Source: an optimization exercise on an open RTL-to-GDS flow (aim: small area). Production flows keep margins and buffers that such runs may drop. At most, simulation tests tie the RTL to the original design; equivalence was not proved. Power and IR drop assume default switching activity.

== run A ==
Design mul_tree_bf16_12, start of the top module:
module mul_tree_bf16_12(
        input clk,
        input rst,
        input [(4*32-1):0] mul_ins,
        input mul_stb,
        input [1:0] mode,
        output reg [(4*16-1):0] outputs,
        output reg [3:0] final_output_stbs_1
    );
Settings: LEC_CHECK=0, CAP_MARGIN=20, CORE_MARGIN=2, CORE_UTILIZATION=65, GPL_TIMING_DRIVEN=0, SLEW_MARGIN=20; clock period 5.5 ns.
run.sh (not shown) runs the stock make flow with config.mk's settings and CLKGATE_MAP_FILE= SYNTH_SCRIPT=/design/flow/synth_recipe.tcl, a recipe that flattens the netlist after the stock synthesis.
### run A -> run B
Settings: a deleted GPL_TIMING_DRIVEN that had been 0.
--- outcome ---
- On run B: part of the total power dissipated in combinational logic is 0.5 points lower than what run A gave.
- Run A has lower insertion delay to the later sink of the worst-skew pair than run B.
- [compare] base=run A new=run B: sequential power increased about 3%; routed wirelength normalized by instance count decreased 1.0%.
Function was not checked in any run of this note: the RTL went through the layout flow alone.

Another version of the RTL of mul_tree_bf16_12 (not shown whole).
Size in the first run: roughly 2700 cells after synthesis, roughly 200 I/O pins.
Settings: LEC_CHECK=0, CAP_MARGIN=20, CORE_MARGIN=2, CORE_UTILIZATION=65, SLEW_MARGIN=20; clock period 5.5 ns.
standard.sh (not shown) runs the stock make flow with config.mk's settings and CLKGATE_MAP_FILE= SYNTH_SCRIPT=/design/flow/synth_recipe.tcl, a recipe that flattens the netlist after the stock synthesis.
==> flow/flow/run.sh <==
#!/bin/bash
# Layout flow: the standard layout (standard.sh) with a smaller buffer
# cell on the ports (every port is still buffered) and a clock tree built
# from clkbuf_4/clkbuf_8 without dummy loads, in clusters of up to 30 flip-flops.  standard.sh's output goes to
# standard.log; ORFS's per-step logs stay under orfs/logs/.
set -euo pipefail
export BUFFER_PORTS_ARGS="-buffer_cell sky130_fd_sc_hd__buf_2"
export CTS_ARGS="-sink_clustering_enable -repair_clock_nets -buf_list {sky130_fd_sc_hd__clkbuf_4 sky130_fd_sc_hd__clkbuf_8} -dont_use_dummy_load -sink_clustering_size 30 -sink_clustering_max_diameter 80"
bash standard.sh > standard.log 2>&1
Then changed:
==> flow/flow/run.sh (replaced) <==
#!/bin/bash
# Layout flow: the standard layout (standard.sh) with a smaller buffer
# cell on the ports (every port is still buffered) and a clock tree built
# from clkbuf_4/clkbuf_8 without dummy loads.  standard.sh's output goes to
# standard.log; ORFS's per-step logs stay under orfs/logs/.
set -euo pipefail
export BUFFER_PORTS_ARGS="-buffer_cell sky130_fd_sc_hd__buf_2"
export CTS_ARGS="-sink_clustering_enable -repair_clock_nets -buf_list {sky130_fd_sc_hd__clkbuf_4 sky130_fd_sc_hd__clkbuf_8} -dont_use_dummy_load"
bash standard.sh > standard.log 2>&1
Settings changed: CORE_UTILIZATION 65 to 75.
What happened:
- The new run completed with no timing, DRC or antenna violations
- final cell count shrinks by 2.2%
- power grows by 1.4%
- via count grows by 3.7%
- worst hold slack loses 0.0035 ns
- clock skew is lower by 0.0047 ns
- synthesized area does not change
- maximum frequency is lower by 1.6%
- first-iteration DRC count grows by 45%
- worst setup slack loses 0.087 ns
- global-route usage climbs by 6.1 points
Then changed:
Settings changed: CORE_UTILIZATION 75 to 65.
Result: The new run finished clean; fmax grows by 1.6%; worst setup slack improves by 0.087 ns; wire length shrinks by 4.3%.
Then changed:
--- a/flow/flow/run.sh
+++ b/flow/flow/run.sh
@@ -4 +4,2 @@
-# from clkbuf_4/clkbuf_8 without dummy loads.  standard.sh's output goes to
+# from clkbuf_4/clkbuf_8 without dummy loads. Timing-driven global
+# placement steers placement but does not keep its buffering.  standard.sh's output goes to
@@ -7,0 +9 @@
+export GPL_KEEP_OVERFLOW=0
- setup slack is worse by 0.072 ns
- wire length went up by 0.75%
- clock-buffer cell count stays the same
- clock power is higher by 4.1%
- core utilization fell by 0.27 points
- sequential power rises by about 3%

04-10:
Another version of the RTL of mul_tree_bf16_12 (not shown whole).
For scale: roughly 2900 cells after synthesis, roughly 160 flip-flops.
export LEC_CHECK = 0
export CAP_MARGIN = 20
export CORE_MARGIN = 2
export CORE_UTILIZATION = 40
export SLEW_MARGIN = 20
create_clock -name core_clock -period 5.5 [get_ports {clk}]
run.sh (not shown) runs the stock make flow with config.mk's settings and CLKGATE_MAP_FILE= SYNTH_SCRIPT=/design/flow/synth_recipe.tcl, a recipe that flattens the netlist after the stock synthesis.
Stock flow here: none of the scripts above is used.
#### Input delta (08-24 over 04-10)
Settings: CORE_UTILIZATION changed from 40 to 65.
### Flow results
04-10 → 08-24: number of instances resized during post-cts repair rose by 5; post-route cell area went down about 2%; power drawn by the clock network lower.

RTL: one of the versions met above, not the one the previous note started from.
Size: roughly 2400 cells after synthesis, roughly 200 I/O pins.
Design mul_tree_bf16_12, start of the top module:
module mul_tree_bf16_12(
        input clk,
        input rst,
        input [(4*32-1):0] mul_ins,
        input mul_stb,
        input [1:0] mode,
        output reg [(4*16-1):0] outputs,
        output reg [3:0] final_output_stbs_1
    );
clock: 5.5 ns
lec_check: 0
cap_margin: 20
core_margin: 2
core_utilization: 65
slew_margin: 20
standard.sh (not shown) runs the stock make flow with config.mk's settings and CLKGATE_MAP_FILE= SYNTH_SCRIPT=/design/flow/synth_recipe.tcl, a recipe that flattens the netlist after the stock synthesis.
==> flow/flow/run.sh <==
#!/bin/bash
# Layout flow: the standard layout (standard.sh) with
#  - the standard synthesis, then opt_inv.py on its netlist: it flips the
#    polarity of full adders (FA(~a,~b,~c) = ~FA(a,b,c)) where that removes
#    inverters; registers and ports are untouched;
#  - a smaller buffer cell on the ports (every port is still buffered);
#  - a clock tree built from clkbuf_4/clkbuf_8 without dummy loads.
# Each tool's output goes to a log of its own here (synth.log, opt_inv.log,
# standard.log); ORFS's per-step logs stay under orfs/logs/.
set -euo pipefail
export BUFFER_PORTS_ARGS="-buffer_cell sky130_fd_sc_hd__buf_2"
export CTS_ARGS="-sink_clustering_enable -repair_clock_nets -buf_list {sky130_fd_sc_hd__clkbuf_4 sky130_fd_sc_hd__clkbuf_8} -dont_use_dummy_load"
R=orfs/results/${FLOW_PLATFORM}/mul_tree_bf16_12/base

bash standard.sh synth > synth.log 2>&1
cp "$R/1_2_yosys.v" "$R/1_2_yosys.std.v"
python3 flow/opt_inv.py "$R/1_2_yosys.std.v" "$R/1_2_yosys.v" > opt_inv.log 2>&1
rm -f "$R/1_synth.odb" "$R/1_synth.sdc"
bash standard.sh > standard.log 2>&1
Other scripts of this flow, unchanged in this note and not shown: flow/flow/opt_inv.py
The starting point passed the timing, DRC and antenna checks.
Edit:
--- a/flow/flow/run.sh
+++ b/flow/flow/run.sh
@@ -5,2 +5,3 @@
-#    inverters; registers and ports are untouched;
-#  - a smaller buffer cell on the ports (every port is still buffered);
+#    inverters, and absorbs inverters into neighbouring gates (see its
+#    docstring); registers and ports are untouched;
+#  - buf_1 on the ports (every port is still buffered);
@@ -11 +12 @@
-export BUFFER_PORTS_ARGS="-buffer_cell sky130_fd_sc_hd__buf_2"
+export BUFFER_PORTS_ARGS="-buffer_cell sky130_fd_sc_hd__buf_1"
@@ -17 +18,2 @@
-python3 flow/opt_inv.py "$R/1_2_yosys.std.v" "$R/1_2_yosys.v" > opt_inv.log 2>&1
+python3 flow/opt_inv.py "$R/1_2_yosys.std.v" "$R/1_2_yosys.v" \
+  "$FLOW_HOME/platforms/$FLOW_PLATFORM/lib/sky130_fd_sc_hd__tt_025C_1v80.lib" > opt_inv.log 2>&1
GPL_TIMING_DRIVEN = 0   (was default)
The changed run went through all stages and came out clean.
Global-route usage is about the same.
Worst setup slack gets worse by 0.036 ns.
Clock-buffer cell count is unchanged.
Register-to-register slack is worse by 0.02 ns.
Edit:
GPL_TIMING_DRIVEN = default   (was 0)
=> Worst setup slack improves by 0.084 ns. Power goes down by 0.54%. Sequential power goes down by about 2%. Combinational power hardly moves. Cell area goes up by 0.56%. Register-to-register slack improves by 0.07 ns. Routed wire length stays flat. Global-route usage goes up by 0.59 points.

Another version of the RTL of mul_tree_bf16_12 (not shown whole).
Size: roughly 2,700 cells after synthesis, roughly 130 flip-flops, roughly 200 I/O pins, about 23,000 um^2 of cells after synthesis.
Settings: LEC_CHECK=0, CAP_MARGIN=20, CORE_MARGIN=2, CORE_UTILIZATION=65, SLEW_MARGIN=20; clock period 5.5 ns.
run.sh (not shown) runs the stock make flow with config.mk's settings and CLKGATE_MAP_FILE= SYNTH_SCRIPT=/design/flow/synth_recipe.tcl, a recipe that flattens the netlist after the stock synthesis.
Stock flow here: none of the scripts above is used.
Next try:
==> flow/flow/run.sh (new file) <==
#!/bin/bash
# Layout flow: the standard layout (standard.sh) with a smaller buffer
# cell on the ports (every port is still buffered) and a clock tree built
# from clkbuf_4/clkbuf_8 without dummy loads.  standard.sh's output goes to
# standard.log; ORFS's per-step logs stay under orfs/logs/.
set -euo pipefail
export BUFFER_PORTS_ARGS="-buffer_cell sky130_fd_sc_hd__buf_2"
export CTS_ARGS="-sink_clustering_enable -repair_clock_nets -buf_list {sky130_fd_sc_hd__clkbuf_4 sky130_fd_sc_hd__clkbuf_8} -dont_use_dummy_load"
bash standard.sh > standard.log 2>&1
==> flow/standard.sh (new file) <==
#!/bin/bash
# synth_recipe.tcl (not shown) runs the flow's synth.tcl, then flattens the netlist and writes it again
# the make line also repeats each setting of config.mk as NAME=value (left out here)
make -C /OpenROAD-flow-scripts/flow DESIGN_CONFIG=/design/flow/config.mk WORK_HOME=/design/flow/orfs CLKGATE_MAP_FILE= SYNTH_SCRIPT=/design/flow/synth_recipe.tcl "${@:-finish}"
removed: flow/run.sh
=> Power drops by about 10%; critical path depth climbs by 2; synthesized cell count stays the same.

RTL: one of the versions met above, not the one the previous note started from.
For scale: roughly 2400 cells after synthesis, roughly 200 I/O pins, roughly 21000 sq um of cells after synthesis.
Settings: LEC_CHECK=0, CAP_MARGIN=20, CORE_MARGIN=2, CORE_UTILIZATION=65, GPL_TIMING_DRIVEN=0, SLEW_MARGIN=20; clock period 5.5 ns.
standard.sh (not shown) runs the stock make flow with config.mk's settings and CLKGATE_MAP_FILE= SYNTH_SCRIPT=/design/flow/synth_recipe.tcl, a recipe that flattens the netlist after the stock synthesis.
==> flow/flow/run.sh <==
#!/bin/bash
# Layout flow: the standard layout (standard.sh) with
#  - the standard synthesis, then opt_inv.py on its netlist: it flips the
#    polarity of full adders (FA(~a,~b,~c) = ~FA(a,b,c)) where that removes
#    inverters, and absorbs inverters into neighbouring gates (see its
#    docstring); registers and ports are untouched;
#  - buf_1 on the ports (every port is still buffered);
#  - a clock tree built from clkbuf_4/clkbuf_8 without dummy loads.
# Each tool's output goes to a log of its own here (synth.log, opt_inv.log,
# standard.log); ORFS's per-step logs stay under orfs/logs/.
set -euo pipefail
export BUFFER_PORTS_ARGS="-buffer_cell sky130_fd_sc_hd__buf_1"
export CTS_ARGS="-sink_clustering_enable -repair_clock_nets -buf_list {sky130_fd_sc_hd__clkbuf_4 sky130_fd_sc_hd__clkbuf_8} -dont_use_dummy_load"
R=orfs/results/${FLOW_PLATFORM}/mul_tree_bf16_12/base

bash standard.sh synth > synth.log 2>&1
cp "$R/1_2_yosys.v" "$R/1_2_yosys.std.v"
python3 flow/opt_inv.py "$R/1_2_yosys.std.v" "$R/1_2_yosys.v" \
  "$FLOW_HOME/platforms/$FLOW_PLATFORM/lib/sky130_fd_sc_hd__tt_025C_1v80.lib" > opt_inv.log 2>&1
rm -f "$R/1_synth.odb" "$R/1_synth.sdc"
bash standard.sh > standard.log 2>&1
Other scripts of this flow, unchanged in this note and not shown: flow/flow/opt_inv.py
Edit:
--- a/flow/flow/run.sh
+++ b/flow/flow/run.sh
@@ -5,10 +5,10 @@
 #    inverters, and absorbs inverters into neighbouring gates (see its
 #    docstring); registers and ports are untouched;
-#  - buf_1 on the ports (every port is still buffered);
+#  - a smaller buffer cell on the ports (every port is still buffered);
 #  - a clock tree built from clkbuf_4/clkbuf_8 without dummy loads.
 # Each tool's output goes to a log of its own here (synth.log, opt_inv.log,
 # standard.log); ORFS's per-step logs stay under orfs/logs/.
 set -euo pipefail
-export BUFFER_PORTS_ARGS="-buffer_cell sky130_fd_sc_hd__buf_1"
+export BUFFER_PORTS_ARGS="-buffer_cell sky130_fd_sc_hd__buf_2"
 export CTS_ARGS="-sink_clustering_enable -repair_clock_nets -buf_list {sky130_fd_sc_hd__clkbuf_4 sky130_fd_sc_hd__clkbuf_8} -dont_use_dummy_load"
 R=orfs/results/${FLOW_PLATFORM}/mul_tree_bf16_12/base
Outcome: The new run ran to the end with no violations; cell count is about the same; core utilization climbs by 0.43 points; hold slack gets worse by 0.020 ns; setup slack gets worse by 0.0060 ns; die area stays the same; global-route usage climbs by 0.35 points; via count stays the same.
Edit:
Settings changed: GPL_TIMING_DRIVEN 0 to not set.
Outcome: The new run finished with timing, DRC and antenna clean. Maximum frequency rose by 1.6%. Worst setup slack gains 0.084 ns. First-iteration DRC count fell by about 7.5%. Die area does not change. Worst hold slack gains 0.0077 ns. Clock skew rose by 0.0039 ns. Sequential share of layout area hardly moves.

## port drivers added, routing unchanged
The flow's constraints put no driver on any port. The routed layouts listed below were extracted and timed again, unchanged, in two steps. Step 1 assumes that a clkbuf_16 drives the clock port and a buf_2 every other input. Step 2, shift: input delay + t, output delay - t, t = (earliest + latest rising clock arrival at the registers) / 2. This alone moves slack from input paths to output paths. a / b / c = no drivers / after step 1 / after step 2; a / b = the first two.
run | t, ns | setup slack, ns | worst setup path at the end | latest minus earliest clock arrival (ns) | slew at the worst register clock pin (ns)
run A | 0.474 | 0.080 / 0.080 / -0.186 | input to register | 0.010 / 0.010 | 0.07 / 0.07
run B | 0.506 | 0.187 / 0.183 / -0.016 | input to register | 0.012 / 0.012 | 0.08 / 0.08
the first run of note 2 | 0.481 | 0.202 / 0.202 / -0.046 | input to register | 0.035 / 0.035 | 0.08 / 0.08
the second run of note 2 | 0.487 | 0.116 / 0.116 / -0.101 | input to register | 0.030 / 0.029 | 0.08 / 0.08
the third run of note 2 | 0.481 | 0.202 / 0.202 / -0.046 | input to register | 0.035 / 0.035 | 0.08 / 0.08
the fourth run of note 2 | 0.502 | 0.130 / 0.130 / -0.177 | input to register | 0.028 / 0.028 | 0.08 / 0.08
04-10 | 0.508 | 0.197 / 0.197 / -0.072 | input to register | 0.011 / 0.011 | 0.07 / 0.07
08-24 | 0.494 | 0.164 / 0.138 / -0.207 | input to register | 0.012 / 0.011 | 0.07 / 0.07
the first run of note 4 | 0.497 | 0.194 / 0.194 / -0.185 | input to register | 0.029 / 0.029 | 0.08 / 0.08
the second run of note 4 | 0.490 | 0.158 / 0.163 / -0.327 | input to register | 0.042 / 0.043 | 0.08 / 0.08
the third run of note 4 | 0.496 | 0.242 / 0.242 / -0.148 | input to register | 0.025 / 0.025 | 0.08 / 0.08
the first run of note 5 | 0.473 | 0.102 / 0.129 / -0.344 | input to register | 0.013 / 0.013 | 0.06 / 0.06
the second run of note 5 | 0.502 | 0.143 / 0.143 / -0.020 | input to register | 0.032 / 0.032 | 0.08 / 0.08
the first run of note 6 | 0.490 | 0.158 / 0.163 / -0.327 | input to register | 0.042 / 0.043 | 0.08 / 0.08
the second run of note 6 | 0.508 | 0.152 / 0.172 / -0.336 | input to register | 0.025 / 0.025 | 0.08 / 0.08
the third run of note 6 | 0.498 | 0.236 / 0.236 / -0.213 | input to register | 0.038 / 0.038 | 0.09 / 0.09
Met with ideal ports but missed after step 2: setup timing in every run listed. The setup slack of the second run of note 6, which loses most, moves by +0.020 ns with the drivers and by -0.488 ns with both steps.
